Source: an optimization exercise on an open RTL-to-GDS flow (aim: small area). Production flows keep margins and buffers that such runs may drop.
RTL that was checked went through simulation tests only; none was proved equivalent to the original.
For run 6, only the layout was checked, not whether the RTL still works.
In every run shown here, the design's own scripts or RTL, not TritonCTS, make the clock network.
No driver is modelled on the clock port, so clock power and skew are understated where the tree is cut down; a real chip needs a root buffer or a tree.
Power is estimated from default activity; no workload was simulated.

$ cat flow/flow/run.sh
#!/bin/bash
# Own layout flow: the standard ORFS flow (standard.sh) with these changes
#  - ABC maps the logic with each of a few area-oriented scripts
#    (flow/abc_scripts.txt) and the smallest result is kept (flow/abc_pick.tcl); the
#    rest of the synthesis, and so every register, is the standard flow's own
#  - input and output ports are buffered with buf_1
#  - the clock tree is a few clock buffers fed straight from the clock port,
#    each driving a cluster of registers (flow/kbuf.tcl, flow/pre_cts.tcl)
# settings come from flow/settings.sh. Each tool's output goes to standard.log
# in this folder; ORFS's own per-step logs are under orfs/logs.
set -uo pipefail
W=$PWD
F=$W/flow
export MY_FLOW_DIR=$F
MY_CLKBUF=sky130_fd_sc_hd__clkbuf_8
MY_NCLKBUF=3
EXTRA=()
[ -f $F/settings.sh ] && source $F/settings.sh
export MY_CLKBUF MY_NCLKBUF
{
  echo "source $F/abc_pick.tcl"
  cat $W/synth_recipe.tcl
} > $W/my_synth.tcl
bash $W/standard.sh SYNTH_SCRIPT=$W/my_synth.tcl \
  "BUFFER_PORTS_ARGS=-buffer_cell sky130_fd_sc_hd__buf_1" \
  PRE_CTS_TCL=$F/pre_cts.tcl "${EXTRA[@]}" finish > $W/standard.log 2>&1
$ cat flow/flow/abc_pick.tcl
# Replaces yosys's abc command in the standard flow's synthesis script: the logic is
# mapped with each ABC script listed in $::env(MY_FLOW_DIR)/abc_scripts.txt
# (one per line) and the smallest result by liberty cell area is kept. Only
# the combinational logic changes: registers are mapped before abc runs.
proc abc {args} {
  set i [lsearch -exact $args -script]
  set libargs {}
  foreach {k v} $args { if {$k eq "-liberty"} { lappend libargs -liberty $v } }
  set fh [open $::env(MY_FLOW_DIR)/abc_scripts.txt]
  set lines [split [string trim [read $fh]] "\n"]
  close $fh
  set scripts {}
  set n 0
  foreach l $lines {
    incr n
    set f [file join $::env(OBJECTS_DIR) "abc_script_$n.abc"]
    set o [open $f w]; puts $o $l; close $o
    lappend scripts $f
  }
  yosys design -save pre_abc
  set best ""
  set best_area 1e30
  foreach s $scripts {
    yosys design -load pre_abc
    set a $args
    lset a [expr {$i + 1}] $s
    if {[catch {yosys abc {*}$a} err]} { puts "abc_pick: $s failed: $err"; continue }
    set txt [yosys tee -q -s result.string stat {*}$libargs]
    set area 1e30
    foreach {m v} [regexp -all -inline {Chip area for [^:]*: ([0-9.]+)} $txt] { set area $v }
    puts "abc_pick: $s area $area"
    if {$area < $best_area} { set best_area $area; set best $s }
  }
  yosys design -load pre_abc
  set a $args
  lset a [expr {$i + 1}] $best
  puts "abc_pick: using $best ($best_area)"
  yosys abc {*}$a
  # inv_2 has the area of inv_1 and clkinv_1 and drives more: use it for
  # every inverter, so the one on the reset, which drives every register,
  # needs no buffer from repair_design
  yosys chtype -map sky130_fd_sc_hd__inv_1 sky130_fd_sc_hd__inv_2 t:sky130_fd_sc_hd__inv_1
  yosys chtype -map sky130_fd_sc_hd__clkinv_1 sky130_fd_sc_hd__inv_2 t:sky130_fd_sc_hd__clkinv_1
}
$ cat flow/flow/abc_scripts.txt
&get -n; &st; &dch -f; &nf -R 1000; &put; topo
&get -n; &st; &dch -f; &nf -R 1000; &put; strash; &get -n; &st; &dch -f; &nf -R 1000; &put; topo
&get -n; &st; &dc2; &dc2; &dch -f; &nf -R 1000 -a; &put; topo
&get -n; &st; &dc2; &dch -f; &nf -R 1000; &put; topo
&get -n; &st; &synch2; &dch -f; &nf -R 1000; &put; topo
&get -n; &st; &syn2; &dch -f; &nf -R 1000; &put; topo
&get -n; &st; &syn3; &dch -f; &nf -R 1000; &put; topo
&get -n; &st; &dch; &nf -R 1000; &put; topo
&get -n; &st; &dch -x; &nf -R 1000; &put; topo
&get -n; &st; &if -K 4; &st; &dch -f; &nf -R 1000; &put; topo
&get -n; &st; &if -K 6; &mfs; &st; &dch -f; &nf -R 1000; &put; topo
strash; balance; rewrite; refactor; balance; rewrite; rewrite -z; balance; refactor -z; rewrite -z; balance; &get -n; &st; &dch -f; &nf -R 1000; &put; topo
strash; balance; rewrite; refactor; balance; rewrite; rewrite -z; balance; refactor -z; rewrite -z; balance; balance; rewrite; refactor; balance; rewrite; rewrite -z; balance; refactor -z; rewrite -z; balance; &get -n; &st; &dch -f; &nf -R 1000; &put; topo
strash; dc2; balance; rewrite; refactor; &get -n; &st; &dch -f; &nf -R 1000; &put; topo
&get -n; &st; &dch -f; &nf -R 1000 -E 10; &put; topo
&get -n; &st; &dch -f; &nf -R 1000 -Q 10; &put; topo
&get -n; &st; &dc2; &dch -f; &nf -R 1000; &put; strash; &get -n; &st; &dc2; &dch -f; &nf -R 1000; &put; topo
&get -n; &st; &b; &dch -f; &nf -R 1000; &put; topo
&get -n; &st; &dsdb; &dch -f; &nf -R 1000; &put; topo
&get -n; &st; &dch -f; &nf -R 1000 -p; &put; topo
&get -n; &st; &dc2; &syn2; &dch -f; &nf -R 1000; &put; topo
&get -n; &st; &synch2; &dc2; &dch -f; &nf -R 1000; &put; strash; &get -n; &st; &dch -f; &nf -R 1000; &put; topo
strash; dch -f; map -a; strash; &get -n; &st; &dch -f; &nf -R 1000; &put; topo
strash; balance; rewrite; refactor; balance; rewrite; rewrite -z; balance; refactor -z; rewrite -z; balance; dch -f; map -a; topo
$ cat flow/flow/kbuf.tcl
proc kbuf_clock_tree {cell k} {
  set block [ord::get_db_block]
  set clk_net [$block findNet clk]
  set master [[ord::get_db] findMaster $cell]
  set pts {}
  foreach it [$clk_net getITerms] {
    set bb [[$it getInst] getBBox]
    lappend pts [list $it [expr {([$bb xMin] + [$bb xMax]) / 2}] [expr {([$bb yMin] + [$bb yMax]) / 2}]]
  }
  set pts [lsort -integer -index 1 $pts]
  set n [llength $pts]
  # initial centres: spread along x
  set cs {}
  for {set j 0} {$j < $k} {incr j} {
    set p [lindex $pts [expr {int(($j + 0.5) * $n / $k)}]]
    lappend cs [list [lindex $p 1] [lindex $p 2]]
  }
  for {set iter 0} {$iter < 20} {incr iter} {
    set groups {}
    for {set j 0} {$j < $k} {incr j} { lappend groups {} }
    foreach p $pts {
      set best 0; set bd 1e30
      for {set j 0} {$j < $k} {incr j} {
        set c [lindex $cs $j]
        set d [expr {abs([lindex $p 1] - [lindex $c 0]) + abs([lindex $p 2] - [lindex $c 1])}]
        if {$d < $bd} { set bd $d; set best $j }
      }
      lset groups $best [concat [lindex $groups $best] [list $p]]
    }
    set cs {}
    foreach g $groups {
      set sx 0; set sy 0
      foreach p $g { set sx [expr {$sx + [lindex $p 1]}]; set sy [expr {$sy + [lindex $p 2]}] }
      set m [llength $g]
      if {$m == 0} { set m 1 }
      lappend cs [list [expr {$sx / $m}] [expr {$sy / $m}]]
    }
  }
  for {set j 0} {$j < $k} {incr j} {
    set g [lindex $groups $j]
    if {[llength $g] == 0} { continue }
    set inst [odb::dbInst_create $block $master clkbuf_leaf_$j]
    set net [odb::dbNet_create $block clknet_leaf_$j]
    $net setSigType CLOCK
    foreach p $g {
      set it [lindex $p 0]
      $it disconnect
      $it connect $net
    }
    [$inst findITerm A] connect $clk_net
    [$inst findITerm X] connect $net
    set c [lindex $cs $j]
    $inst setLocation [lindex $c 0] [lindex $c 1]
    $inst setPlacementStatus PLACED
    puts "kbuf_clock_tree: $cell $j drives [llength $g] clock pins"
  }
}
$ cat flow/flow/pre_cts.tcl
# Replaces TritonCTS for this small design: see kbuf.tcl.
source $::env(MY_FLOW_DIR)/kbuf.tcl
rename clock_tree_synthesis _tritoncts_unused
proc clock_tree_synthesis {args} {
  kbuf_clock_tree $::env(MY_CLKBUF) $::env(MY_NCLKBUF)
  set_propagated_clock [all_clocks]
}
$ cat flow/flow/settings.sh
MY_CLKBUF=sky130_fd_sc_hd__clkbuf_8
MY_NCLKBUF=2
EXTRA=(ADDER_MAP_FILE=)
$ cat flow/standard.sh
#!/bin/bash
# synth_recipe.tcl (not shown) runs the flow's synth.tcl, then flattens the netlist and writes it again
# the make line also repeats each setting of config.mk as NAME=value (left out here)
make -C /OpenROAD-flow-scripts/flow DESIGN_CONFIG=/design/flow/config.mk WORK_HOME=/design/flow/orfs CLKGATE_MAP_FILE= SYNTH_SCRIPT=/design/flow/synth_recipe.tcl "${@:-finish}"
$ cat flow/config.mk
export PLATFORM = sky130hd
export DESIGN_NAME = top_bcd
export DESIGN_NICKNAME = top_bcd
export VERILOG_FILES = /design/flow/design.v
export SDC_FILE = /design/flow/constraint.sdc
export NUM_CORES = 4
export LEC_CHECK = 0
export CAP_MARGIN = 20
export CORE_MARGIN = 2
export CORE_UTILIZATION = 40
export SLEW_MARGIN = 20
$ cat flow/constraint.sdc
create_clock -name core_clock -period 100.0 [get_ports {clk}]
set_input_delay 20.0000 -clock core_clock [delete_from_list [all_inputs] [get_ports {clk}]]
set_output_delay 20.0000 -clock core_clock [all_outputs]
set_load 0.01 [all_outputs]
$ cat flow/design.v
module counter(
    input clk, rst,
    input freeze,
    output tick_1
);
    reg [6:0] s;
    assign tick_1 = ~s[6] & s[5] & s[4] & s[3] & s[2] & s[1] & s[0];
    wire jump = s[6] & ~s[5] & s[3] & ~s[2] & ~s[1] & s[0];
    wire fb = (~(s[6] ^ s[3]) ^ jump) | freeze;
    always @(posedge clk or posedge rst)
        if (rst) s <= 7'b0010011;
        else     s <= {s[5:0], fb};
endmodule
module bcd_digit(
    input clk, reset,
    input e,                 
    output reg [3:0] d,
    output nine
);
    wire a = e & d[0];
    assign nine = d[3] & d[0];    
    always @(posedge clk or posedge reset)
        if (reset) d <= 4'd9;
        else begin
            d[0] <= d[0] ^ e;
            d[1] <= d[1] ^ (a & ~d[3]);
            d[2] <= d[2] ^ (a & d[1]);
            d[3] <= a ? (~d[3] & d[1] & d[2]) : d[3];
        end
endmodule
module bcd(
    input wire clk,
    input wire reset,
    input wire button,
    output wire [15:0] d,
    output wire down
);
    reg [3:0] t;
    assign down = t[3] & t[2];
    wire tick_1;
    counter tick_gen(.clk(clk), .rst(reset), .freeze(tick_1 & ~down & button),
                     .tick_1(tick_1));
    wire n0, n1, n2;
    wire all9 = n0 & n1 & n2 & t[3] & t[0];
    wire inc = tick_1 & (down | (~button & ~all9));
    wire e1 = inc & n0;
    wire e2 = e1 & n1;
    wire e3 = e2 & n2;
    bcd_digit u0(.clk(clk), .reset(reset), .e(inc), .d(d[3:0]),  .nine(n0));
    bcd_digit u1(.clk(clk), .reset(reset), .e(e1),  .d(d[7:4]),  .nine(n1));
    bcd_digit u2(.clk(clk), .reset(reset), .e(e2),  .d(d[11:8]), .nine(n2));
    assign d[15:12] = t;
    always @(posedge clk or posedge reset)
        if (reset) t <= 4'b1100;
        else if (e3) t <= t + 4'd1;
endmodule
module top_bcd(
    input clk, rst, button,
    output [6:0] seg,
    output [3:0] an
);
    wire [15:0] d;
    wire down;
    bcd BC1(.clk(clk), .reset(rst), .button(button), .d(d), .down(down));
    reg [7:0] r;
    reg [1:0] scan;
    wire z = ~(r[1] | r[2] | r[3] | r[5] | r[6]);
    wire fb = r[7] ^ (r[0] | r[4] | z);
    wire wrap = r[7] & ~r[0] & ~r[4] & z;    
    always @(posedge clk or posedge rst)
        if (rst) begin
            r <= 8'd0;
            scan <= 2'd0;
        end else begin
            r <= {r[6:0], fb};
            scan[0] <= scan[0] ^ wrap;
            scan[1] <= scan[1] ^ (wrap & scan[0]);
        end
    assign an[0] = ~(~scan[1] & ~scan[0]);
    assign an[1] = ~(~scan[1] &  scan[0]);
    assign an[2] = ~( scan[1] & ~scan[0]);
    assign an[3] = ~( scan[1] &  scan[0]);
    wire [3:0] v = (d[3:0] | {4{an[0]}}) & (d[7:4] | {4{an[1]}})
                 & (d[11:8] | {4{an[2]}}) & (d[15:12] | {4{an[3]}});
    wire [3:0] x;
    assign x[0] = v[0] ^ down;
    assign x[1] = v[1] ^ (down & v[3] & v[2]);
    assign x[2] = down ? (v[2] ^ v[1]) & ~v[3] : v[2];
    assign x[3] = down ? ~(v[3] | v[2] | v[1]) : v[3];
    reg [6:0] s;
    always @(*)
        case (x)
            4'd1: s = 7'b1111001;
            4'd2: s = 7'b0100100;
            4'd3: s = 7'b0110000;
            4'd4: s = 7'b0011001;
            4'd5: s = 7'b0010010;
            4'd6: s = 7'b0000010;
            4'd7: s = 7'b1111000;
            4'd8: s = 7'b0000000;
            4'd9: s = 7'b0010000;
            4'd0: s = 7'b1000000;
            default: s = 7'bx;
        endcase
    assign seg = s;
endmodule
==> results.txt, run 1 <==
hold_buf cts=0; Clock Latency Late Sink=0.17 ns; # rows=21; R2R depth=8; Required @ worst endpoint=80.00 ns; DRT Wirelength=2.59 mm; EDFF count, synth=0; layout cells sized above 1=10.7%; Comb power frac=8.4%; maximum capacitance violations=0; syn nets=137; fin crit share=22.5%; input/output buffers=13; pin count of the biggest net entering global routing=34; sw frac=22.0%; cell with the most instances after synthesis=dfrtp_1; Hold Violations, Final=0; area leader, netlist=dfrtp_1; P_leak=0.628 nW; Iter 0 DRT Violations=29; chip width=63.3 um; CP startpoint kind=flop; chip height=63.3 um; register bit count reported by yosys=33; total internal power=0.0163 mW; Clock transition at path regs=0.12 ns; die area=0.00401 sq mm; Yosys top cell area share=39.1%; most used cell, CP=nor2_1; Tmin final=22.47 ns; crit path DAT=2.47 ns; RSZ-0062 raised after global routing=false; Slew Viols, Final=0; power share of the clock group=24.2%; post-synthesis cell count=134; ranking of synthesized cells by area=dfrtp_1 (39%), dfstp_2 (21%), xnor2_1 (7.5%), nor2_1 (4.3%), a21oi_1 (3.6%); Final WS setup=77.53 ns; PostCTS Resize Cnt=0; Metal-1 WL=1.21 mm; Pwr Density=13.5 mW/mm^2; area delta synth->final=9.50%; post-synthesis sequential area ratio=59.6%; core area=0.00336 sq mm; RR Startpoint=BC1.t[2]; grt ovf=0; ys flop type=dfrtp_1; fmax=44.5 MHz; Post-CTS Setup Bufs=0; Worst Setup SP=scan[0]; via count=1,011; crit-path cells=or2_0, o22ai_1, nor3_1, nand2_1, xor2_1, nor2_1, nor2_1, nand2_1, nor2_1, buf_1; Crit. path cell count=10; Avg Vias per Cell=5.18; crit path max fanout=6; P_sw=0.00460 mW; critical path type=reg -> out; vias in the first global route=1,022; Bufs and invs on worst path=1; library cells used by synthesis=23; Least-Margin Pin Slew=0.662 ns; Final nets=154; Layout Skew=0.0373 ns; asr flop ratio synth=100%; CP Capture Point=seg[1]; met3 wire length=91 um; TNS Setup=0 ns; Setup Viol. Count Final=0; global-route wire length before repair=4.59 mm; uppermost layer routed=met4; HPWL Detailed=1.95 mm; relative slew slack=55.8%; Final Wtd Congestion=0.741; Synth Cell Area=0.00141 sq mm; GRT Util Overall=13.6%; crit end category=output port; status=complete, no violations; ANT nets after route=0; reg2reg end=BC1.t[3]; Worst path top cell family by delay=simple AND/OR/NAND/NOR gates; worst hold path type=reg -> reg; I/O pin count=14; Initial Utilization=41.9%; Worst path slowest cell=dfrtp_1; yosys warns=4; initial antenna violation count=0; Largest stage delay, worst path=0.44 ns; VDD IR-drop max=0.00820 mV; top cells by count, synth=dfrtp_1 (22), nor2_1 (16), nand2_1 (12), xnor2_1 (12), dfstp_2 (11); flop-to-flop setup slack=97.42 ns; wire length on met2=1.25 mm; n_diodes=0; Post-Place Worst Slack=77.76 ns; DR WL/cell=13.3 um; Remaining DRCs=0; WHS=0.386 ns; Sequential Power Share=67.5%; drt first pass iters=4; syn_area_per_cell=10.5 sq um
## flip-flops by register name (all words and copies together) (netlist names)
signal          count
r                   8
BC1.u1.d            4
BC1.u2.d            4
scan                2
BC1.u0.d            4
BC1.t               4
BC1.tick_gen.s      7
## metal layers
layer / GRT usage (%) / vias to the layer above
met3: 1.25 / 5
met1: 18.6 / 486
met5: 0 / -
met2: 24.2 / 23
li1: - / 497
met4: 1.63 / 0
## logic make-up after synthesis
logic type	Yosys count	synth area share (%)
XOR/XNOR	15	9.33
AO/OA/AOI/OAI	28	11.6
AND/OR/NAND/NOR	55	18.7
flip-flops	33	59.6
buffers and inverters	3	0.799
## worst register-to-register path, delay by kind of cell (launching register included)
kind | cells | cell delay (ns)
AO/OA/AOI/OAI | 1 | 0.15
XOR/XNOR | 1 | 0.16
flip-flops | 1 | 0.58
AND/OR/NAND/NOR | 6 | 1.59
## power by group through the flow
stage               Clock (mW)  Combinational, mW  Sequential (mW)
detailed placement           0            0.00175           0.0143
floorplan                    0            0.00127           0.0142
CTS                    0.00530            0.00176           0.0141
global route           0.00564            0.00192           0.0141
global placement             0            0.00169           0.0143
finish                 0.00504            0.00174           0.0141
## layout by cell type (no fill, tap or decap), drive strengths merged, types with 4 or more instances in the layout
cell type and instances:
buf 13, xnor2 12, nand2 12, dfstp 11, nand3 4, nand4 4, nor2 16, nand2b 5
o21ai 4, dfrtp 22, a21oi 10, o22ai 7, nor3 5
## how the worst min path moves through the flow
stage                     depth (start not counted)  slack (ns)           endpoint         startpoint
after floorplan                                   0        0.35               r[6]               r[5]
after global placement                            0        0.36               r[6]               r[5]
after detailed placement                          0        0.36               r[3]               r[2]
after CTS                                         0        0.39  BC1.tick_gen.s[1]  BC1.tick_gen.s[0]
after global routing                              0        0.39  BC1.tick_gen.s[1]  BC1.tick_gen.s[0]
final                                             0        0.39  BC1.tick_gen.s[1]  BC1.tick_gen.s[0]
## per-stage QoR
step / std cells / utilization, % / total power [mW] / instance area [sq um]
after global routing: 195 / 45.9 / 0.0217 / 1540
after global placement: 193 / 45.1 / 0.0160 / 1520
after detailed placement: 193 / 45.1 / 0.0161 / 1520
after floorplan: 134 / - / 0.0155 / 1410
after CTS: 195 / 45.9 / 0.0211 / 1540
final: 195 / 45.9 / 0.0209 / 1540
## area by class of cell
cell class,count,area (sq um)
Sequential cell,33,840
Inverter,3,11.3
Fill cell,353,1820
Multi-Input combinational cell,98,558
Buffer,2,27.5
Tap cell,46,57.6
Timing Repair Buffer,13,48.8
==> run 2, diff against run 1 <==
--- a/flow/flow/run.sh
+++ b/flow/flow/run.sh
@@ -15,6 +15,7 @@
 MY_CLKBUF=sky130_fd_sc_hd__clkbuf_8
-MY_NCLKBUF=3
+MY_NCLKBUF=2
+MY_CLK_SLEW=0.080
 EXTRA=()
 [ -f $F/settings.sh ] && source $F/settings.sh
-export MY_CLKBUF MY_NCLKBUF
+export MY_CLKBUF MY_NCLKBUF MY_CLK_SLEW
 {
--- a/flow/flow/kbuf.tcl
+++ b/flow/flow/kbuf.tcl
@@ -38,2 +38,3 @@
   }
+  set made {}
   for {set j 0} {$j < $k} {incr j} {
@@ -54,4 +55,33 @@
     $inst setPlacementStatus PLACED
+    lappend made [list $inst $net]
     puts "kbuf_clock_tree: $cell $j drives [llength $g] clock pins"
   }
+  return $made
 }
+
+# Undo kbuf_clock_tree: reconnect the clock pins to the clock port's net and
+# delete the buffers and their nets.
+proc kbuf_undo {made} {
+  set block [ord::get_db_block]
+  set clk_net [$block findNet clk]
+  foreach m $made {
+    lassign $m inst net
+    foreach it [$net getITerms] {
+      if {[$it getInst] ne $inst} { $it disconnect; $it connect $clk_net }
+    }
+    odb::dbInst_destroy $inst
+    odb::dbNet_destroy $net
+  }
+}
+
+# Largest slew (ns) at a register clock pin, with placement parasitics.
+proc kbuf_max_clk_slew {} {
+  estimate_parasitics -placement
+  set mx 0
+  foreach p [get_pins -of_objects [get_nets clknet_leaf_*]] {
+    if {[get_property $p direction] ne "input"} { continue }
+    set s [get_property $p slew_max]
+    if {$s > $mx} { set mx $s }
+  }
+  return $mx
+}
==> flow/flow/pre_cts.tcl (replaced) <==
# Replaces TritonCTS for this small design (see kbuf.tcl): the fewest
# buffers of $::env(MY_CLKBUF), from $::env(MY_NCLKBUF) up to 4, whose
# largest clock-pin slew with placement parasitics is at most
# $::env(MY_CLK_SLEW) ns.
source $::env(MY_FLOW_DIR)/kbuf.tcl
rename clock_tree_synthesis _tritoncts_unused
proc clock_tree_synthesis {args} {
  set_propagated_clock [all_clocks]
  for {set k $::env(MY_NCLKBUF)} {$k <= 4} {incr k} {
    set made [kbuf_clock_tree $::env(MY_CLKBUF) $k]
    set s [kbuf_max_clk_slew]
    puts "kbuf: $k buffers, largest clock-pin slew $s ns"
    if {$s <= $::env(MY_CLK_SLEW) || $k == 4} { break }
    kbuf_undo $made
  }
}
==> flow/flow/settings.sh (replaced) <==
MY_CLKBUF=sky130_fd_sc_hd__clkbuf_8
MY_NCLKBUF=2
EXTRA=(ADDER_MAP_FILE=)
MY_CLK_SLEW=1.0
==> run 2 against run 1 <==
Sequential power about the same. Sequential share of layout area unchanged. Clock power about the same. Largest power group unchanged. Final cell count unchanged. Utilization stayed put. Synthesized area unchanged. Sequential cell count unchanged.
==> results.txt, run 2 <==
status=complete, no violations; Hold Violations, Final=0; cell with the most instances after synthesis=dfrtp_1; VDD IR-drop max=0.00820 mV; met3 wire length=91 um; Post-CTS Setup Bufs=0; Metal-1 WL=1.21 mm; P_sw=0.00460 mW; asr flop ratio synth=100%; # placed instances=193; top cells by count, synth=dfrtp_1 (22), nor2_1 (16), nand2_1 (12), xnor2_1 (12), dfstp_2 (11); chip height=63.3 um; most used cell, CP=nor2_1; Iter 0 DRT Violations=29; initial antenna violation count=0; ANT nets after route=0; area delta synth->final=9.50%; crit end category=output port; Final nets=154; crit-path cells=or2_0, o22ai_1, nor3_1, nand2_1, xor2_1, nor2_1, nor2_1, nand2_1, nor2_1, buf_1; global-route wire length before repair=4.59 mm; post-synthesis sequential area ratio=59.6%; Worst path slowest cell=dfrtp_1; power share of the clock group=24.2%; CP startpoint kind=flop; crit path DAT=2.47 ns; grt ovf=0; RSZ-0062 raised after global routing=false; max FFs per register=8; Final Wtd Congestion=0.741; P_leak=0.628 nW; drt first pass iters=4; pin count of the biggest net entering global routing=34; Largest stage delay, worst path=0.44 ns; commonest non-fill, non-tap cell in the layout=dfrtp_1; Area after DPL=0.00152 sq mm; crit path max fanout=6; input/output buffers=13; wire length on met2=1.25 mm; layout cells sized above 1=10.7%; syn_area_per_cell=10.5 sq um; # rows=21; post-synthesis cell count=134; fin crit share=22.5%; library cells used by synthesis=23; Worst path top cell family by delay=simple AND/OR/NAND/NOR gates; I/O pin count=14; core area=0.00336 sq mm; Tot Pwr=0.0209 mW; Most flops, register=r; ranking of synthesized cells by area=dfrtp_1 (39%), dfstp_2 (21%), xnor2_1 (7.5%), nor2_1 (4.3%), a21oi_1 (3.6%); Required @ worst endpoint=80.00 ns; syn nets=137; ys flop type=dfrtp_1; DR WL/cell=13.3 um; fmax=44.5 MHz; FF/Latch Area=840 sq um; critical path type=reg -> out; yosys warns=4; EDFF count, synth=0; Yosys top cell area share=39.1%; Slew Viols, Final=0; most frequent cells in the layout=dfrtp_1 (22), nor2_1 (16), buf_1 (13); chip width=63.3 um; register bit count reported by yosys=33; Top Registers=r (8), BC1.tick_gen.s (7); relative slew slack=55.8%; Pwr Density=13.5 mW/mm^2; sw frac=22.0%; Bufs and invs on worst path=1; maximum capacitance violations=0; Setup Viol. Count Final=0; PostCTS Resize Cnt=0; hold_buf cts=0; Filler cells=353; Comb power frac=8.4%; Remaining DRCs=0; die area=0.00401 sq mm; Initial Utilization=41.9%; DRT Wirelength=2.59 mm; worst hold path type=reg -> reg; n_diodes=0; GRT Util Overall=13.6%; design area=0.00154 sq mm; Tmin final=22.47 ns; Avg Vias per Cell=5.18; Clock transition at path regs=0.12 ns; WHS=0.386 ns; Least-Margin Pin Slew=0.662 ns; Layout Skew=0.0373 ns; total internal power=0.0163 mW; fin cells=195; Synth Cell Area=0.00141 sq mm; Sequential Power Share=67.5%; area leader, netlist=dfrtp_1; TNS Setup=0 ns; HPWL Detailed=1.95 mm; Multi-input gate area=558 sq um; vias in the first global route=1,022; uppermost layer routed=met4; via count=1,011; Clock Latency Late Sink=0.17 ns
run 2: cell counts after synthesis:
No cell type changed its count.
run 2: worst reg2reg max path: stages (launching register included):
cell	delay (ns)
dfstp_2	0.58
nand2_1	0.16
o21ai_0	0.15
and3_1	0.32
and3_1	0.33
and3_1	0.29
and2_0	0.32
nand4_1	0.17
xnor2_1	0.16
run 2: cell families (layout without fill, tap and decap cells):
logic type	after synthesis	after routing	share of synthesized area [%]
AND/OR/NAND/NOR	55	55	18.7
flip-flops	33	33	59.6
AO/OA/AOI/OAI	28	28	11.6
XOR/XNOR	15	15	9.33
buffers and inverters	3	18	0.799
run 2: stage by stage:
step / setup WS, ns / utilization [%]
5_1_grt: 77.25 / 45.9
2_1_floorplan: 78.05 / -
4_1_cts: 77.54 / 45.9
3_3_place_gp: 77.92 / 45.1
6_report: 77.53 / 45.9
3_5_place_dp: 77.76 / 45.1
run 2: layer usage:
layer	global-route usage [%]	vias to the layer above
met5	0	-
met4	1.63	0
met3	1.25	5
met2	24.2	23
met1	18.6	486
li1	-	497
run 2: power by group through the flow:
stage	combinational, mW	clock [mW]	sequential (mW)
finish	0.00174	0.00504	0.0141
floorplan	0.00127	0	0.0142
global route	0.00192	0.00564	0.0141
detailed placement	0.00175	0	0.0143
CTS	0.00176	0.00530	0.0141
global placement	0.00169	0	0.0143
run 2: final timing paths:
check	slack, ns	start	endpoint	cells past startpoint
setup / recovery	77.53	scan[0]	seg[1]	10
hold / removal	0.39	BC1.tick_gen.s[0]	BC1.tick_gen.s[1]	0
setup reg to reg	97.42	BC1.t[2]	BC1.t[3]	8
hold reg to reg	0.39	BC1.tick_gen.s[0]	BC1.tick_gen.s[1]	0
max in group asynchronous	79.64	rst	BC1.t[0]	2
min in group asynchronous	19.88	rst	BC1.tick_gen.s[3]	2
run 2: area by class of cell:
type	instances	area share, %
Tap cell	46	3.73
Multi-Input combinational cell	98	36.2
Inverter	3	0.730
Sequential cell	33	54.4
Timing Repair Buffer	13	3.16
Buffer	2	1.78
==> run 3, diff against run 2 <==
--- a/flow/design.v
+++ b/flow/design.v
@@ -38,3 +38,3 @@
     reg [3:0] t;
-    assign down = t[3] & t[2];
+    assign down = t[3] & (t[2] | t[1]);
     wire tick_1;
@@ -52,5 +52,6 @@
     assign d[15:12] = t;
+    wire k9 = t[3] & t[2] & t[0];
     always @(posedge clk or posedge reset)
-        if (reset) t <= 4'b1100;
-        else if (e3) t <= t + 4'd1;
+        if (reset) t <= 4'b1010;
+        else if (e3) t <= k9 ? 4'd0 : t + 4'd1;
 endmodule
@@ -86,3 +87,3 @@
     assign x[0] = v[0] ^ down;
-    assign x[1] = v[1] ^ (down & v[3] & v[2]);
+    assign x[1] = v[1];
     assign x[2] = down ? (v[2] ^ v[1]) & ~v[3] : v[2];
--- a/flow/flow/run.sh
+++ b/flow/flow/run.sh
@@ -16,3 +16,3 @@
 MY_NCLKBUF=2
-MY_CLK_SLEW=0.080
+MY_CLK_SLEW=0.110
 EXTRA=()
--- a/flow/flow/kbuf.tcl
+++ b/flow/flow/kbuf.tcl
@@ -1 +1,15 @@
+proc kbuf_split {pts k} {
+  if {$k <= 1} { return [list $pts] }
+  set xs [lmap p $pts {lindex $p 1}]
+  set ys [lmap p $pts {lindex $p 2}]
+  set dx [expr {[tcl::mathfunc::max {*}$xs] - [tcl::mathfunc::min {*}$xs]}]
+  set dy [expr {[tcl::mathfunc::max {*}$ys] - [tcl::mathfunc::min {*}$ys]}]
+  set idx [expr {$dx >= $dy ? 1 : 2}]
+  set pts [lsort -integer -index $idx $pts]
+  set k1 [expr {$k / 2}]
+  set cut [expr {int(round(double([llength $pts]) * $k1 / $k))}]
+  return [concat [kbuf_split [lrange $pts 0 [expr {$cut - 1}]] $k1] \
+                 [kbuf_split [lrange $pts $cut end] [expr {$k - $k1}]]]
+}
+
 proc kbuf_clock_tree {cell k} {
@@ -9,30 +23,10 @@
   }
-  set pts [lsort -integer -index 1 $pts]
-  set n [llength $pts]
-  # initial centres: spread along x
+  set groups [kbuf_split $pts $k]
   set cs {}
-  for {set j 0} {$j < $k} {incr j} {
-    set p [lindex $pts [expr {int(($j + 0.5) * $n / $k)}]]
-    lappend cs [list [lindex $p 1] [lindex $p 2]]
-  }
-  for {set iter 0} {$iter < 20} {incr iter} {
-    set groups {}
-    for {set j 0} {$j < $k} {incr j} { lappend groups {} }
-    foreach p $pts {
-      set best 0; set bd 1e30
-      for {set j 0} {$j < $k} {incr j} {
-        set c [lindex $cs $j]
-        set d [expr {abs([lindex $p 1] - [lindex $c 0]) + abs([lindex $p 2] - [lindex $c 1])}]
-        if {$d < $bd} { set bd $d; set best $j }
-      }
-      lset groups $best [concat [lindex $groups $best] [list $p]]
-    }
-    set cs {}
-    foreach g $groups {
-      set sx 0; set sy 0
-      foreach p $g { set sx [expr {$sx + [lindex $p 1]}]; set sy [expr {$sy + [lindex $p 2]}] }
-      set m [llength $g]
-      if {$m == 0} { set m 1 }
-      lappend cs [list [expr {$sx / $m}] [expr {$sy / $m}]]
-    }
+  foreach g $groups {
+    set sx 0; set sy 0
+    foreach p $g { set sx [expr {$sx + [lindex $p 1]}]; set sy [expr {$sy + [lindex $p 2]}] }
+    set m [llength $g]
+    if {$m == 0} { set m 1 }
+    lappend cs [list [expr {$sx / $m}] [expr {$sy / $m}]]
   }
==> flow/flow/settings.sh (replaced) <==
MY_CLKBUF=sky130_fd_sc_hd__clkbuf_8
MY_NCLKBUF=2
EXTRA=(ADDER_MAP_FILE=)
==> run 3 against run 2 <==
Highest routed layer unchanged. Wire length increased by 1.3%. Sequential cell count did not move. Sequential power hardly changed. Critical path depth did not move. Via count grew 4.4%. Register-to-register slack improved by 0.12 ns. Clock skew shrank 0.034 ns. Still clean on timing, DRC and antenna. Sequential share of layout area shrank 0.39 points. Power increased by 2.7%.
==> results.txt, run 3 <==
status=complete, no violations; maximum capacitance violations=0; hold path start=r[5]; TNS Setup=0 ns; I/O pin count=14; syn_area_per_cell=10.5 sq um; RSZ-0062 raised after global routing=false; Top Registers=r (8), BC1.tick_gen.s (7); relative slew slack=53.7%; crit end category=output port; library cells used by synthesis=30; P_sw=0.00494 mW; WHS Path Cells=0; asr flop ratio synth=100%; Slew Viols, Final=0; flop-to-flop setup slack=97.54 ns; top cells by count, synth=dfrtp_1 (22), nand2_1 (18), nor2_1 (15), dfstp_2 (11), xnor2_1 (10); cell with the most instances after synthesis=dfrtp_1; vias in the first global route=987; Multi-input gate area=566 sq um; worst hold path type=reg -> reg; # rows=21; die area=0.00404 sq mm; PostCTS Resize Cnt=0; FF/Latch Area=840 sq um; Initial Utilization=42.2%; Synth Cell Area=0.00142 sq mm; GRT Util Overall=14.2%; area delta synth->final=9.43%; hold_buf cts=0; Comb power frac=9.4%; Clock Latency Late Sink=0.16 ns; Pwr Density=13.8 mW/mm^2; Avg Vias per Cell=5.38; reg2reg end=BC1.u2.d[1]; Required @ worst endpoint=80.00 ns; DR WL/cell=13.4 um; hold path endpoint=r[6]; area leader, netlist=dfrtp_1; DRT Wirelength=2.62 mm; input/output buffers=13; Tmin final=22.51 ns; yosys warns=4; ys flop type=dfrtp_1; VDD IR-drop max=0.00517 mV; ANT nets after route=0; crit path DAT=2.51 ns; fin crit share=22.5%; grt ovf=0; Post-CTS Setup Bufs=0; Final nets=155; Most flops, register=r; core area=0.00336 sq mm; crit path max fanout=6; Iter 0 DRT Violations=77; most frequent cells in the layout=dfrtp_1 (22), nand2_1 (18), nor2_1 (15); syn nets=138; post-synthesis sequential area ratio=59.1%; HPWL Detailed=2.00 mm; chip height=63.6 um; R2R depth=11; # placed instances=194; total internal power=0.0165 mW; via count=1,055; power share of the clock group=24.0%; initial antenna violation count=0; commonest non-fill, non-tap cell in the layout=dfrtp_1; Layout Skew=0.00291 ns; Final Wtd Congestion=0.803; ranking of synthesized cells by area=dfrtp_1 (39%), dfstp_2 (20%), xnor2_1 (6.2%), nand2_1 (4.8%), nor2_1 (4.0%); pin count of the biggest net entering global routing=34; Sequential Power Share=66.7%; Hold Violations, Final=0; chip width=63.6 um; Least-Margin Pin Slew=0.687 ns; global-route wire length before repair=4.78 mm; RR Startpoint=BC1.u1.d[0]; drt first pass iters=4; critical path type=reg -> out; CP startpoint kind=flop; Clock transition at path regs=0.10 ns; max FFs per register=8; EDFF count, synth=0; Setup Viol. Count Final=0; fin cells=196; P_leak=0.649 nW; fmax=44.4 MHz; Yosys top cell area share=38.8%; sw frac=23.0%; n_diodes=0; Filler cells=341; register bit count reported by yosys=33; post-synthesis cell count=135; layout cells sized above 1=11.3%; Remaining DRCs=0
## run 3: how the worst max path moves through the flow
stage / startpoint / end / slack [ns]
3_3_place_gp: scan[1] / seg[3] / 77.87
3_5_place_dp: scan[0] / seg[3] / 77.71
5_1_grt: scan[0] / seg[3] / 77.29
6_report: scan[0] / seg[3] / 77.49
4_1_cts: scan[0] / seg[3] / 77.50
2_1_floorplan: scan[0] / seg[2] / 77.93
## run 3: through the flow
stage	total power [mW]	setup slack [ns]	util, %	hold slack [ns]	area (sq um)
3_5_place_dp	0.0166	77.71	45.4	0.363	1530
5_1_grt	0.0227	77.29	46.2	0.369	1550
2_1_floorplan	0.0159	77.93	-	0.346	1420
4_1_cts	0.0217	77.50	46.2	0.381	1550
3_3_place_gp	0.0164	77.87	45.4	0.357	1530
6_report	0.0214	77.49	46.2	0.378	1550
## run 3: cell families after synthesis
kind of cell              count (synthesis)  share of synthesized area, %
and+or+nand+nor                          59                          20.1
buffers and inverters                     4                          1.06
DFF                                      33                          59.1
xor gates and xnor gates                 13                          8.02
AOI/OAI and AO/OA                        26                          11.7
## run 3: worst max-delay path, stage by stage, from the launching register on
cell and delay (ns):
dfrtp_1 0.45, or2_0 0.30, o221ai_1 0.44, inv_2 0.10
nor2_1 0.16, o21ai_0 0.12, o31a_1 0.20, xnor2_1 0.17
nand2_1 0.09, a21oi_1 0.15, buf_1 0.16
## run 3: cell type report
type	count	share of cell area, %
plain buffers	2	1.77
inverters	4	0.966
multi-input cells	98	36.4
flip-flops and latches	33	54.0
well taps	46	3.70
repair buffers	13	3.14
## run 3: layer usage
metal	vias up	track usage [%]	part of all wire (%)
li1	510	-	-
met3	2	0.714	2.9
met4	0	1.36	1.1
met1	527	20.5	47
met5	-	0	0
met2	16	24.5	49
## run 3: power groups by stage
stage | logic (mW) | clock network, mW | registers [mW]
finish | 0.00201 | 0.00514 | 0.0143
global route | 0.00227 | 0.00603 | 0.0144
CTS | 0.00204 | 0.00533 | 0.0143
detailed placement | 0.00202 | 0 | 0.0145
global placement | 0.00191 | 0 | 0.0145
floorplan | 0.00147 | 0 | 0.0144
==> run 4, diff against run 3 <==
--- a/flow/design.v
+++ b/flow/design.v
@@ -38,3 +38,3 @@
     reg [3:0] t;
-    assign down = t[3] & (t[2] | t[1]);
+    assign down = t[3] & t[2];
     wire tick_1;
@@ -52,6 +52,5 @@
     assign d[15:12] = t;
-    wire k9 = t[3] & t[2] & t[0];
     always @(posedge clk or posedge reset)
-        if (reset) t <= 4'b1010;
-        else if (e3) t <= k9 ? 4'd0 : t + 4'd1;
+        if (reset) t <= 4'b1100;
+        else if (e3) t <= t + 4'd1;
 endmodule
@@ -87,3 +86,3 @@
     assign x[0] = v[0] ^ down;
-    assign x[1] = v[1];
+    assign x[1] = v[1] ^ (down & v[3] & v[2]);
     assign x[2] = down ? (v[2] ^ v[1]) & ~v[3] : v[2];
==> run 4 against run 3 <==
Largest power group unchanged. Maximum frequency grew 0.35%. Register-to-register slack got worse by 0.07 ns. Combinational power down 13%. Worst hold slack gained 0.0059 ns. Still clean. Critical path type unchanged. Global-route usage fell by 0.57 points.
==> results.txt, run 4 <==
status=complete, no violations; RR Startpoint=BC1.t[2]; relative slew slack=55.5%; # rows=21; n_diodes=0; Required @ worst endpoint=80.00 ns; Iter 0 DRT Violations=40; chip width=63.3 um; pin count of the biggest net entering global routing=34; core area=0.00336 sq mm; Layout Skew=0.00550 ns; via count=1,014; VDD IR-drop max=0.00501 mV; asr flop ratio synth=100%; R2R depth=8; commonest non-fill, non-tap cell in the layout=dfrtp_1; PostCTS Resize Cnt=0; critical path type=reg -> out; post-synthesis sequential area ratio=59.6%; vias in the first global route=1,034; Most flops, register=r; Clock transition at path regs=0.10 ns; hold_buf cts=0; Tmin final=22.43 ns; Avg Vias per Cell=5.20; Post-CTS Setup Bufs=0; library cells used by synthesis=23; Pwr Density=13.6 mW/mm^2; area leader, netlist=dfrtp_1; input/output buffers=13; hold path start=BC1.tick_gen.s[0]; Yosys top cell area share=39.1%; Initial Utilization=41.9%; grt ovf=0; Final Core Density=45.9%; syn nets=137; GRT Util Overall=13.6%; RSZ-0062 raised after global routing=false; cell with the most instances after synthesis=dfrtp_1; Remaining DRCs=0; HPWL Detailed=1.95 mm; crit-path cells=or2_0, o22ai_1, nor3_1, nand2_1, xor2_1, nor2_1, nor2_1, nand2_1, nor2_1, buf_1; post-synthesis cell count=134; crit end category=output port; layout cells sized above 1=10.7%; ys flop type=dfrtp_1; CP startpoint kind=flop; Largest stage delay, worst path=0.43 ns; Final Wtd Congestion=0.741; most frequent cells in the layout=dfrtp_1 (22), nor2_1 (16), buf_1 (13); ranking of synthesized cells by area=dfrtp_1 (39%), dfstp_2 (21%), xnor2_1 (7.5%), nor2_1 (4.3%), a21oi_1 (3.6%); P_leak=0.628 nW; most used cell, CP=nor2_1; DR WL/cell=13.2 um; initial antenna violation count=0; Least-Margin Pin Slew=0.666 ns; I/O pin count=14; Tot Pwr=0.0209 mW; Synth Cell Area=0.00141 sq mm; Final nets=154; chip height=63.3 um; syn_area_per_cell=10.5 sq um; Bufs and invs on worst path=1; worst hold path type=reg -> reg; area delta synth->final=9.50%; Top Registers=r (8), BC1.tick_gen.s (7); Final WS setup=77.57 ns; crit path DAT=2.43 ns; Worst path top cell family by delay=simple AND/OR/NAND/NOR gates; Worst path slowest cell=dfrtp_1; Slew Viols, Final=0; register bit count reported by yosys=33; ANT nets after route=0; top cells by count, synth=dfrtp_1 (22), nor2_1 (16), nand2_1 (12), xnor2_1 (12), dfstp_2 (11); WHS=0.384 ns; TNS Setup=0 ns; fmax=44.6 MHz; reg2reg end=BC1.t[2]; Clock Latency Late Sink=0.16 ns; hold path endpoint=BC1.tick_gen.s[1]; crit path max fanout=6; EDFF count, synth=0; Post-Place Worst Slack=77.76 ns; die area=0.00401 sq mm; global-route wire length before repair=4.60 mm; WHS Path Cells=0; drt first pass iters=4; Setup Viol. Count Final=0; Hold Violations, Final=0; fin crit share=22.4%; flop-to-flop setup slack=97.47 ns; maximum capacitance violations=0; max FFs per register=8; DRT Wirelength=2.57 mm; yosys warns=4
[run 4: cell count changes after synthesis, moves of 2 or more]
cell / previous run / this run
nand2_1: 18 / 12
a21oi_1: 6 / 10
nor2b_1: 0 / 3
and3_1: 1 / 3
nand2b_1: 3 / 5
nand3_1: 6 / 4
nor3_1: 3 / 5
nor4_1: 2 / 0
o221ai_1: 2 / 0
xnor2_1: 10 / 12
[run 4: worst max-delay path by stage]
| stage | startpoint | endpoint | depth (start not counted) |
|---|---|---|---|
| 6_report | scan[0] | seg[1] | 10 |
| 5_1_grt | scan[0] | seg[1] | 10 |
| 4_1_cts | scan[0] | seg[1] | 10 |
| 3_5_place_dp | scan[0] | seg[1] | 10 |
| 3_3_place_gp | scan[0] | seg[0] | 10 |
| 2_1_floorplan | scan[0] | seg[0] | 9 |
[run 4: final cells by class]
type                       count  area, sq um
sequential                    33          840
fill                         352         1820
inverter                       3         11.3
tap                           46         57.6
timing repair buffer          13         48.8
buffer                         2         27.5
multi-input combinational     98          558
[run 4: layer usage]
layer | track usage (%) | wire (um) | share of wire (%)
met1 | 19.2 | 1240 | 48
met2 | 23.7 | 1220 | 48
met3 | 0.714 | 65 | 2.5
met4 | 2.17 | 42 | 1.6
met5 | 0 | 0 | 0
[run 4: kinds of logic (layout without fill, tap and decap cells)]
group                  Yosys count  in the layout  share of synthesized area [%]
AO/OA/AOI/OAI                   28             28                           11.6
buffers and inverters            3             18                          0.799
AND/OR/NAND/NOR                 55             55                           18.7
XOR/XNOR                        15             15                           9.33
flip-flops                      33             33                           59.6
[run 4: stage by stage]
| stage | instance area (sq um) | std cells |
|---|---|---|
| 2_1_floorplan | 1410 | 134 |
| 3_3_place_gp | 1520 | 193 |
| 3_5_place_dp | 1520 | 193 |
| 4_1_cts | 1540 | 195 |
| 5_1_grt | 1540 | 195 |
| 6_report | 1540 | 195 |
[run 4: where the power goes]
part / leakage [nW] / switching [mW] / total [mW] / internal (mW)
Clock: 0.0144 / 0.00325 / 0.00511 / 0.00186
Sequential: 0.395 / 0.000248 / 0.0141 / 0.0138
Combinational: 0.219 / 0.00116 / 0.00175 / 0.000582
Total: 0.628 / 0.00467 / 0.0209 / 0.0163
[run 4: worst register-to-register path, cell delays in order, from the launching register on]
cell and delay (ns):
dfstp_2 0.58, nand2_1 0.16, o21ai_0 0.15, and3_1 0.32, and3_1 0.34, and3_1 0.29, and2_0 0.31, nand3_1 0.14
xnor2_1 0.18
==> run 5, diff against run 4 <==
--- a/flow/design.v
+++ b/flow/design.v
@@ -6,7 +6,7 @@
     reg [6:0] s;
-    assign tick_1 = ~s[6] & s[5] & s[4] & s[3] & s[2] & s[1] & s[0];
-    wire jump = s[6] & ~s[5] & s[3] & ~s[2] & ~s[1] & s[0];
-    wire fb = (~(s[6] ^ s[3]) ^ jump) | freeze;
+    assign tick_1 = ~s[6] & s[5] & s[4] & s[3] & s[2] & s[0];
+    wire jump = s[6] & s[5] & s[4] & ~s[3] & s[2] & s[1];
+    wire fb = (~(s[6] ^ s[5]) ^ jump) | freeze;
     always @(posedge clk or posedge rst)
-        if (rst) s <= 7'b0010011;
+        if (rst) s <= 7'b1000011;
         else     s <= {s[5:0], fb};
==> run 5 against run 4 <==
Worst hold slack got worse by 0.0044 ns. Clock skew barely moved. Setup slack improved by 0.036 ns. Power rose by 37%. Final cell count fell by 1.0%. Clock power barely moved. Global-route usage fell by 0.17 points. Die area fell by 0.24%. Sequential cell count did not move. Synthesized area fell by 0.27%. Sequential share of layout area rose by 0.13 points.
==> results.txt, run 5 <==
status=complete, no violations; via count=988; VDD IR-drop max=0.00623 mV; Post-CTS Setup Bufs=0; worst hold path type=reg -> reg; I/O pin count=14; critical path type=reg -> out; post-synthesis cell count=132; global-route wire length before repair=4.50 mm; # placed instances=191; Largest stage delay, worst path=0.44 ns; initial antenna violation count=0; grt ovf=0; vias in the first global route=959; area delta synth->final=9.53%; DRT Wirelength=2.49 mm; layout cells sized above 1=10.9%; Required @ worst endpoint=80.00 ns; die area=0.00400 sq mm; most frequent cells in the layout=dfrtp_1 (22), nor2_1 (15), nand2_1 (13), buf_1 (13), xnor2_1 (12); input/output buffers=13; library cells used by synthesis=24; cell with the most instances after synthesis=dfrtp_1; Avg Vias per Cell=5.12; top cells by count, synth=dfrtp_1 (22), nor2_1 (15), nand2_1 (13), xnor2_1 (12), dfstp_2 (11); crit-path cells=or2_0, o22ai_1, nor3_1, nand2_1, xor2_1, inv_2, a21oi_1, nand2_1, a21oi_1, buf_1; commonest non-fill, non-tap cell in the layout=dfrtp_1; P_sw=0.00859 mW; Slew Viols, Final=0; CP startpoint kind=flop; fmax=44.7 MHz; register bit count reported by yosys=33; chip width=63.3 um; sw frac=29.9%; n_diodes=0; # rows=21; WHS=0.379 ns; PostCTS Resize Cnt=0; power share of the clock group=17.8%; ys flop type=dfrtp_1; Sequential Power Share=59.8%; Remaining DRCs=0; chip height=63.3 um; fin cells=193; crit path DAT=2.40 ns; Layout Skew=0.00600 ns; Synth Cell Area=0.00141 sq mm; maximum capacitance violations=0; Setup Viol. Count Final=0; drt first pass iters=4; Final Wtd Congestion=0.773; GRT Util Overall=13.4%; Tmin final=22.40 ns; design area=0.00154 sq mm; HPWL Detailed=1.89 mm; Pwr Density=18.6 mW/mm^2; syn nets=135; core area=0.00336 sq mm; Area after DPL=0.00151 sq mm; ranking of synthesized cells by area=dfrtp_1 (39%), dfstp_2 (21%), xnor2_1 (7.5%), nor2_1 (4.0%), nand2_1 (3.5%); asr flop ratio synth=100%; post-synthesis sequential area ratio=59.8%; total internal power=0.0201 mW; Worst path slowest cell=dfrtp_1; DR WL/cell=12.9 um; Hold Violations, Final=0; yosys warns=4; Most flops, register=r; crit path max fanout=6; Iter 0 DRT Violations=44; fin crit share=22.4%; crit end category=output port; area leader, netlist=dfrtp_1; hold_buf cts=0; Yosys top cell area share=39.2%; max FFs per register=8; TNS Setup=0 ns; P_leak=0.629 nW; Final nets=152; syn_area_per_cell=10.6 sq um; RSZ-0062 raised after global routing=false; relative slew slack=55.6%; pin count of the biggest net entering global routing=34; Clock transition at path regs=0.10 ns; Top Registers=r (8), BC1.tick_gen.s (7); Comb power frac=22.5%; ANT nets after route=0; Initial Utilization=41.8%; EDFF count, synth=0; Clock Latency Late Sink=0.16 ns; Least-Margin Pin Slew=0.665 ns
==> run 5: layer usage <==
metal	part of all wire [%]	track usage, %	up-vias
li1	-	-	496
met1	48	18.5	475
met2	47	24.2	15
met3	2.9	0.714	2
met4	1.7	1.63	0
met5	0	0	-
==> run 5: worst max-delay path: cells and delay by family, from the launching register on <==
family / cells / cell delay [ns]
and+or+nand+nor: 4 / 0.77
buffers and inverters: 2 / 0.24
xor gates and xnor gates: 1 / 0.34
DFF: 1 / 0.44
AOI/OAI and AO/OA: 3 / 0.46
==> run 5: cell type report <==
class                      instances  area (sq um)
fill                             352          1820
sequential                        33           840
multi-input combinational         96           554
tap                               46          57.6
timing repair buffer              13          48.8
buffer                             2          27.5
inverter                           3          11.3
==> run 5: cells by family (layout without fill, tap and decap cells) <==
kind of cell    Yosys count  count (layout)  synth area share (%)
compound gates           26              26                  11.0
xor+xnor                 15              15                  9.35
buf+inv                   3              18                 0.801
flops                    33              33                  59.8
simple gates             55              55                  19.1
==> run 5: stage by stage <==
stage          worst slack, ns  utilization, %  power (mW)
2_1_floorplan            78.05               -      0.0218
3_3_place_gp             77.93            44.9      0.0236
3_5_place_dp             77.80            44.9      0.0240
4_1_cts                  77.59            45.8      0.0290
5_1_grt                  77.31            45.8      0.0308
6_report                 77.60            45.8      0.0287
==> run 5: final timing paths <==
| kind | slack, ns | startpoint | depth (start not counted) | to |
|---|---|---|---|---|
| worst max-delay path | 77.60 | scan[0] | 10 | seg[3] |
| min in group asynchronous | 19.90 | rst | 2 | BC1.tick_gen.s[4] |
| worst min-delay path | 0.38 | BC1.tick_gen.s[0] | 0 | BC1.tick_gen.s[1] |
| max in group asynchronous | 79.66 | rst | 2 | BC1.u2.d[1] |
| worst min register to register | 0.38 | BC1.tick_gen.s[0] | 0 | BC1.tick_gen.s[1] |
| worst max register to register | 97.55 | BC1.t[2] | 8 | BC1.t[3] |
==> run 5: power groups by stage <==
stage	clock [mW]	combinational, mW	sequential [mW]
6_report	0.00510	0.00644	0.0171
5_1_grt	0.00594	0.00719	0.0176
4_1_cts	0.00530	0.00654	0.0172
3_5_place_dp	0	0.00653	0.0175
3_3_place_gp	0	0.00629	0.0173
2_1_floorplan	0	0.00481	0.0169
==> run 6, diff against run 5 <==
--- a/flow/design.v
+++ b/flow/design.v
@@ -6,7 +6,7 @@
     reg [6:0] s;
-    assign tick_1 = ~s[6] & s[5] & s[4] & s[3] & s[2] & s[0];
-    wire jump = s[6] & s[5] & s[4] & ~s[3] & s[2] & s[1];
-    wire fb = (~(s[6] ^ s[5]) ^ jump) | freeze;
+    assign tick_1 = ~s[6] & s[5] & s[4] & s[3] & s[2] & s[1] & s[0];
+    wire jump = s[6] & ~s[5] & s[3] & ~s[2] & ~s[1] & s[0];
+    wire fb = (~(s[6] ^ s[3]) ^ jump) | freeze;
     always @(posedge clk or posedge rst)
-        if (rst) s <= 7'b1000011;
+        if (rst) s <= 7'b0010011;
         else     s <= {s[5:0], fb};
@@ -16,5 +16,7 @@
     input e,                 
-    output reg [3:0] d,
+    output [3:0] d,
     output nine
 );
+    reg [3:0] q;
+    assign d = q ^ 4'b1001;
     wire a = e & d[0];
@@ -22,8 +24,8 @@
     always @(posedge clk or posedge reset)
-        if (reset) d <= 4'd9;
+        if (reset) q <= 4'b0000;
         else begin
-            d[0] <= d[0] ^ e;
-            d[1] <= d[1] ^ (a & ~d[3]);
-            d[2] <= d[2] ^ (a & d[1]);
-            d[3] <= a ? (~d[3] & d[1] & d[2]) : d[3];
+            q[0] <= q[0] ^ e;
+            q[1] <= q[1] ^ (a & ~d[3]);
+            q[2] <= q[2] ^ (a & d[1]);
+            q[3] <= a ? ~(~d[3] & d[1] & d[2]) : q[3];
         end
@@ -37,3 +39,4 @@
 );
-    reg [3:0] t;
+    reg [3:0] tq;
+    wire [3:0] t = tq ^ 4'b1100;
     assign down = t[3] & t[2];
@@ -53,4 +56,4 @@
     always @(posedge clk or posedge reset)
-        if (reset) t <= 4'b1100;
-        else if (e3) t <= t + 4'd1;
+        if (reset) tq <= 4'b0000;
+        else if (e3) tq <= (t + 4'd1) ^ 4'b1100;
 endmodule
==> run 6 against run 5 <==
Still clean on timing, DRC and antenna. Final cell count increased by 2.1%. Synthesized cell count is 3.0% higher. Sequential share of layout area down 1.6 points. Register-to-register slack better by 0.18 ns. Critical path type unchanged.
==> results.txt, run 6 <==
status=complete, no violations; # placed instances=195; Final nets=156; Pwr Density=11.9 mW/mm^2; post-synthesis sequential area ratio=58.0%; EDFF count, synth=0; Setup Viol. Count Final=0; max FFs per register=8; asr flop ratio synth=100%; maximum capacitance violations=0; Remaining DRCs=0; design area=0.00157 sq mm; WHS Path Cells=0; core area=0.00339 sq mm; # rows=21; CP startpoint kind=flop; HPWL Detailed=1.97 mm; top cells by count, synth=dfrtp_1 (30), nor2_1 (20), nand2_1 (15), xnor2_1 (13), nor3_1 (9); I/O pin count=14; critical path type=reg -> out; crit path DAT=2.56 ns; relative slew slack=55.9%; via count=1,009; chip height=63.8 um; Initial Utilization=42.2%; Avg Vias per Cell=5.12; syn_area_per_cell=10.5 sq um; fmax=44.3 MHz; area delta synth->final=9.35%; pin count of the biggest net entering global routing=34; Top Registers=r (8), BC1.tick_gen.s (7); cell with the most instances after synthesis=dfrtp_1; most frequent cells in the layout=dfrtp_1 (30), nor2_1 (20), nand2_1 (15); reg2reg end=BC1.tq[3]; commonest non-fill, non-tap cell in the layout=dfrtp_1; GRT Util Overall=13.9%; ANT nets after route=0; sw frac=18.0%; global-route wire length before repair=4.64 mm; crit end category=output port; vias in the first global route=972; VDD IR-drop max=0.00616 mV; yosys warns=4; Most flops, register=r; Hold Violations, Final=0; DRT Wirelength=2.56 mm; layout cells sized above 1=5.30%; chip width=63.8 um; Layout Skew=0.00163 ns; crit path max fanout=8; P_leak=0.599 nW; total internal power=0.0152 mW; fin cells=197; n_diodes=0; Clock Latency Late Sink=0.15 ns; input/output buffers=13; flop-to-flop setup slack=97.73 ns; Area after DPL=0.00154 sq mm; Slew Viols, Final=0; Post-CTS Setup Bufs=0; P_sw=0.00335 mW; worst hold path type=reg -> reg; initial antenna violation count=0; register bit count reported by yosys=33; Sequential Power Share=71.8%; RR Startpoint=BC1.tick_gen.s[0]; library cells used by synthesis=29; Tmin final=22.56 ns; power share of the clock group=26.6%; R2R depth=9; post-synthesis cell count=136; RSZ-0062 raised after global routing=false; Comb power frac=1.6%; Final Wtd Congestion=0.762; TNS Setup=0 ns; Clock transition at path regs=0.09 ns; Iter 0 DRT Violations=18; ys flop type=dfrtp_1; Synth Cell Area=0.00143 sq mm; area leader, netlist=dfrtp_1; syn nets=139; fin crit share=22.6%; Least-Margin Pin Slew=0.661 ns; DR WL/cell=13.0 um; ranking of synthesized cells by area=dfrtp_1 (52%), xnor2_1 (8.0%), dfstp_2 (5.5%), nor2_1 (5.2%), nand2_1 (3.9%); Final Core Density=46.2%; drt first pass iters=4; hold path start=r[5]; hold_buf cts=0; grt ovf=0; PostCTS Resize Cnt=0; Yosys top cell area share=52.4%; Required @ worst endpoint=80.00 ns; die area=0.00407 sq mm; hold path endpoint=r[6]
[run 6: cell types whose count changed in the layout (fill, tap and decap cells not counted), sizes merged, moves of 4 or more]
| cell | delta |
|---|---|
| nor2 | +5 |
| dfstp | -8 |
| nor3 | +4 |
| a21oi | -6 |
| o22ai | -4 |
| dfrtp | +8 |
[run 6: worst max-delay path by stage]
stage | depth (start not counted) | slack (ns) | endpoint | startpoint
4_1_cts | 12 | 77.42 | seg[3] | scan[0]
6_report | 12 | 77.44 | seg[3] | scan[0]
5_1_grt | 9 | 77.05 | seg[1] | scan[1]
3_5_place_dp | 12 | 77.62 | seg[3] | scan[0]
3_3_place_gp | 9 | 77.66 | seg[1] | scan[1]
2_1_floorplan | 8 | 77.65 | seg[1] | scan[1]
[run 6: cell families (layout without fill, tap and decap cells)]
group | after synthesis | count (layout) | share of synthesized area [%]
AO/OA/AOI/OAI | 19 | 19 | 9.18
buffers and inverters | 3 | 18 | 0.787
XOR/XNOR | 19 | 19 | 11.6
flip-flops | 33 | 33 | 58.0
AND/OR/NAND/NOR | 62 | 62 | 20.5
[run 6: layout make-up]
type | instances | area [sq um]
plain buffers | 2 | 27.5
fillers | 325 | 1820
flip-flops and latches | 33 | 830
repair buffers | 13 | 48.8
well taps | 46 | 57.6
multi-input cells | 100 | 591
inverters | 3 | 11.3
[run 6: metrics by stage]
| stage | setup WS [ns] | power, mW | hold WS (ns) |
|---|---|---|---|
| final | 77.44 | 0.0186 | 0.377 |
| after CTS | 77.42 | 0.0189 | 0.380 |
| after global routing | 77.05 | 0.0195 | 0.389 |
| after global placement | 77.66 | 0.0139 | 0.356 |
| after detailed placement | 77.62 | 0.0139 | 0.357 |
| after floorplan | 77.65 | 0.0138 | 0.346 |
[run 6: critical path, cell delays in order (launching register included)]
cell      delay (ns)
dfrtp_1         0.47
or2_0           0.29
nor2_1          0.08
nor3_1          0.39
a21oi_1         0.12
or3_1           0.39
inv_2           0.09
nand2_1         0.06
nand2b_1        0.11
nor2_1          0.04
a31oi_1         0.17
nor2_1          0.05
buf_1           0.14
[run 6: power by group through the flow]
stage | Combinational, mW | Clock [mW] | Sequential [mW]
6_report | 0.000300 | 0.00494 | 0.0133
5_1_grt | 0.000374 | 0.00579 | 0.0133
4_1_cts | 0.000325 | 0.00525 | 0.0133
3_5_place_dp | 0.000320 | 0 | 0.0136
3_3_place_gp | 0.000312 | 0 | 0.0136
2_1_floorplan | 0.000215 | 0 | 0.0136
[run 6: routing by layer]
metal | vias to the layer above | track usage, % | share of wire, %
met5 | - | 0 | 0
met4 | 0 | 1.36 | 1.3
met3 | 4 | 0.880 | 2.5
met2 | 10 | 23.2 | 47
met1 | 488 | 20.7 | 49
li1 | 507 | - | -
==> run 7, diff against run 6 <==
--- a/flow/design.v
+++ b/flow/design.v
@@ -6,7 +6,7 @@
     reg [6:0] s;
-    assign tick_1 = ~s[6] & s[5] & s[4] & s[3] & s[2] & s[1] & s[0];
-    wire jump = s[6] & ~s[5] & s[3] & ~s[2] & ~s[1] & s[0];
-    wire fb = (~(s[6] ^ s[3]) ^ jump) | freeze;
+    assign tick_1 = ~s[6] & s[5] & s[4] & s[3] & s[2] & s[0];
+    wire jump = s[6] & s[5] & s[4] & ~s[3] & s[2] & s[1];
+    wire fb = (~(s[6] ^ s[5]) ^ jump) | freeze;
     always @(posedge clk or posedge rst)
-        if (rst) s <= 7'b0010011;
+        if (rst) s <= 7'b1000011;
         else     s <= {s[5:0], fb};
@@ -16,7 +16,5 @@
     input e,                 
-    output [3:0] d,
+    output reg [3:0] d,
     output nine
 );
-    reg [3:0] q;
-    assign d = q ^ 4'b1001;
     wire a = e & d[0];
@@ -24,8 +22,8 @@
     always @(posedge clk or posedge reset)
-        if (reset) q <= 4'b0000;
+        if (reset) d <= 4'd9;
         else begin
-            q[0] <= q[0] ^ e;
-            q[1] <= q[1] ^ (a & ~d[3]);
-            q[2] <= q[2] ^ (a & d[1]);
-            q[3] <= a ? ~(~d[3] & d[1] & d[2]) : q[3];
+            d[0] <= d[0] ^ e;
+            d[1] <= d[1] ^ (a & ~d[3]);
+            d[2] <= d[2] ^ (a & d[1]);
+            d[3] <= a ? (~d[3] & d[1] & d[2]) : d[3];
         end
@@ -39,4 +37,3 @@
 );
-    reg [3:0] tq;
-    wire [3:0] t = tq ^ 4'b1100;
+    reg [3:0] t;
     assign down = t[3] & t[2];
@@ -56,4 +53,4 @@
     always @(posedge clk or posedge reset)
-        if (reset) tq <= 4'b0000;
-        else if (e3) tq <= (t + 4'd1) ^ 4'b1100;
+        if (reset) t <= 4'b1100;
+        else if (e3) t <= t + 4'd1;
 endmodule
--- a/flow/flow/run.sh
+++ b/flow/flow/run.sh
@@ -14,4 +14,3 @@
 export MY_FLOW_DIR=$F
-MY_CLKBUF=sky130_fd_sc_hd__clkbuf_8
-MY_NCLKBUF=2
+MY_CLK_OPTIONS="clkbuf_8:2 clkbuf_8:3 clkbuf_8:4"
 MY_CLK_SLEW=0.110
@@ -19,3 +18,3 @@
 [ -f $F/settings.sh ] && source $F/settings.sh
-export MY_CLKBUF MY_NCLKBUF MY_CLK_SLEW
+export MY_CLK_OPTIONS MY_CLK_SLEW
 {
==> flow/flow/pre_cts.tcl (replaced) <==
source $::env(MY_FLOW_DIR)/kbuf.tcl
rename clock_tree_synthesis _tritoncts_unused
proc clock_tree_synthesis {args} {
  set_propagated_clock [all_clocks]
  set opts $::env(MY_CLK_OPTIONS)
  set n [llength $opts]
  for {set i 0} {$i < $n} {incr i} {
    lassign [split [lindex $opts $i] :] cell k
    set made [kbuf_clock_tree sky130_fd_sc_hd__$cell $k]
    set s [kbuf_max_clk_slew]
    puts "kbuf: $k x $cell, largest clock-pin slew $s ns"
    if {$s <= $::env(MY_CLK_SLEW) || $i == $n - 1} { break }
    kbuf_undo $made
  }
}
==> flow/flow/settings.sh (replaced) <==
EXTRA=(ADDER_MAP_FILE=)
MY_CLK_OPTIONS="clkbuf_4:3 clkbuf_16:1 clkbuf_8:2 clkbuf_8:3"
--- a/flow/config.mk
+++ b/flow/config.mk
@@ -10,2 +10,3 @@
 export CORE_UTILIZATION = 40
+export PLACE_DENSITY = 0.9
 export SLEW_MARGIN = 20
==> run 7 against run 6 <==
Largest power group unchanged. Setup slack improved by 0.21 ns. Highest routed layer unchanged. Maximum frequency increased by 0.94%. Still clean on timing, DRC and antenna. Critical path depth down 2. Die area is 1.7% lower. Sequential power is 28% higher. Sequential cell count is the same. First-iteration DRC count grew 130%.
==> results.txt, run 7 <==
critical path type=reg -> out; core area=0.00336 sq mm; Area after DPL=0.00151 sq mm; Required @ worst endpoint=80.00 ns; die area=0.00400 sq mm; vias in the first global route=928; top cells by count, synth=dfrtp_1 (22), nor2_1 (15), nand2_1 (13), xnor2_1 (12), dfstp_2 (11); Most flops, register=r; syn nets=135; Tmin final=22.35 ns; area leader, netlist=dfrtp_1; I/O pin count=14; Post-CTS Setup Bufs=0; EDFF count, synth=0; pin count of the biggest net entering global routing=34; WHS Path Cells=0; RR Startpoint=BC1.t[2]; Remaining DRCs=0; Clock transition at path regs=0.10 ns; Yosys top cell area share=39.2%; grt ovf=0; Iter 0 DRT Violations=41; # rows=21; initial antenna violation count=0; asr flop ratio synth=100%; HPWL Detailed=1.71 mm; chip width=63.3 um; post-synthesis sequential area ratio=59.8%; DR WL/cell=11.8 um; Synth Cell Area=0.00141 sq mm; library cells used by synthesis=24; global-route wire length before repair=4.03 mm; Final nets=152; yosys warns=4; most frequent cells in the layout=dfrtp_1 (22), nor2_1 (15), nand2_1 (13), buf_1 (13), xnor2_1 (12); RSZ-0062 raised after global routing=false; max FFs per register=8; P_leak=0.629 nW; fin crit share=22.3%; design area=0.00154 sq mm; GRT Util Overall=11.8%; Pwr Density=18.3 mW/mm^2; layout cells sized above 1=10.9%; post-synthesis cell count=132; crit path DAT=2.35 ns; n_diodes=0; Final Wtd Congestion=0.715; PostCTS Resize Cnt=0; ANT nets after route=0; area delta synth->final=9.53%; hold path endpoint=BC1.tick_gen.s[1]; hold path start=BC1.tick_gen.s[0]; cell with the most instances after synthesis=dfrtp_1; drt first pass iters=4; Initial Utilization=41.8%; chip height=63.3 um; crit end category=output port; input/output buffers=13; Avg Vias per Cell=5.10; DRT Wirelength=2.28 mm; relative slew slack=57.5%; TNS Setup=0 ns; Hold Violations, Final=0; ys flop type=dfrtp_1; commonest non-fill, non-tap cell in the layout=dfrtp_1; reg2reg end=BC1.t[3]; syn_area_per_cell=10.6 sq um; flop-to-flop setup slack=97.51 ns; worst hold path type=reg -> reg; hold_buf cts=0; fmax=44.7 MHz; Setup Viol. Count Final=0; Filler cells=327; register bit count reported by yosys=33; Layout Skew=0.00816 ns; Clock Latency Late Sink=0.16 ns; Top Registers=r (8), BC1.tick_gen.s (7); via count=984; Slew Viols, Final=0; ranking of synthesized cells by area=dfrtp_1 (39%), dfstp_2 (21%), xnor2_1 (7.5%), nor2_1 (4.0%), nand2_1 (3.5%); VDD IR-drop max=0.00626 mV; status=complete, no violations; crit path max fanout=6; maximum capacitance violations=0; R2R depth=8; Least-Margin Pin Slew=0.637 ns; CP startpoint kind=flop
[run 7: cell types whose count changed in the layout (fill, tap and decap cells not counted), sizes merged, moves of 4 or more]
cell and change:
dfstp +8, a21oi +6, dfrtp -8, o22ai +4, nor2 -5, nor3 -4
[run 7: metal layers]
layer / global-route usage, % / routed length, um / vias up
met5: 0 / 0 / -
met4: 1.36 / 18 / 0
li1: - / - / 493
met1: 15.9 / 1110 / 472
met3: 1.25 / 76 / 2
met2: 21.3 / 1080 / 17
[run 7: worst max-delay path by stage]
stage / from / endpoint / slack (ns) / depth (start not counted)
5_1_grt: scan[0] / seg[1] / 77.31 / 10
2_1_floorplan: scan[0] / seg[0] / 78.05 / 9
4_1_cts: scan[0] / seg[0] / 77.67 / 10
3_3_place_gp: BC1.t[2] / seg[3] / 77.92 / 9
3_5_place_dp: scan[0] / seg[0] / 77.86 / 10
6_report: scan[0] / seg[1] / 77.65 / 10
[run 7: report_power, final]
part,switching (mW),leakage [nW],internal (mW)
clock network,0.00314,0.0144,0.00185
registers,0.00126,0.397,0.0158
logic,0.00375,0.218,0.00247
total,0.00815,0.629,0.0201
[run 7: cell type report]
cell class	count	area (sq um)	area share (%)
Sequential cell	33	840	54.6
Multi-Input combinational cell	96	554	36.0
Tap cell	46	57.6	3.74
Timing Repair Buffer	13	48.8	3.17
Buffer	2	27.5	1.79
Inverter	3	11.3	0.732
[run 7: cells by family after synthesis]
kind of cell	share of synthesized area (%)
simple gates	19.1
flops	59.8
compound gates	11.0
xor+xnor	9.35
buf+inv	0.801
[run 7: critical path, stage by stage, from the launching register on]
cell and delay [ns]:
dfrtp_1 0.45, or2_0 0.28, o22ai_1 0.14, nor3_1 0.28
nand2_1 0.11, xor2_1 0.33, nor2_1 0.07, nor2_1 0.22
nand2_1 0.08, nor2_1 0.08, buf_1 0.15
[run 7: per-stage QoR]
step | total power [mW] | cells | setup WS [ns] | util (%) | hold slack [ns]
final | 0.0282 | 193 | 77.65 | 45.8 | 0.372
after global routing | 0.0303 | 193 | 77.31 | 45.8 | 0.378
after CTS | 0.0285 | 193 | 77.67 | 45.8 | 0.375
after detailed placement | 0.0236 | 191 | 77.86 | 44.9 | 0.362
after global placement | 0.0234 | 191 | 77.92 | 44.9 | 0.354
after floorplan | 0.0218 | 132 | 78.05 | - | 0.346
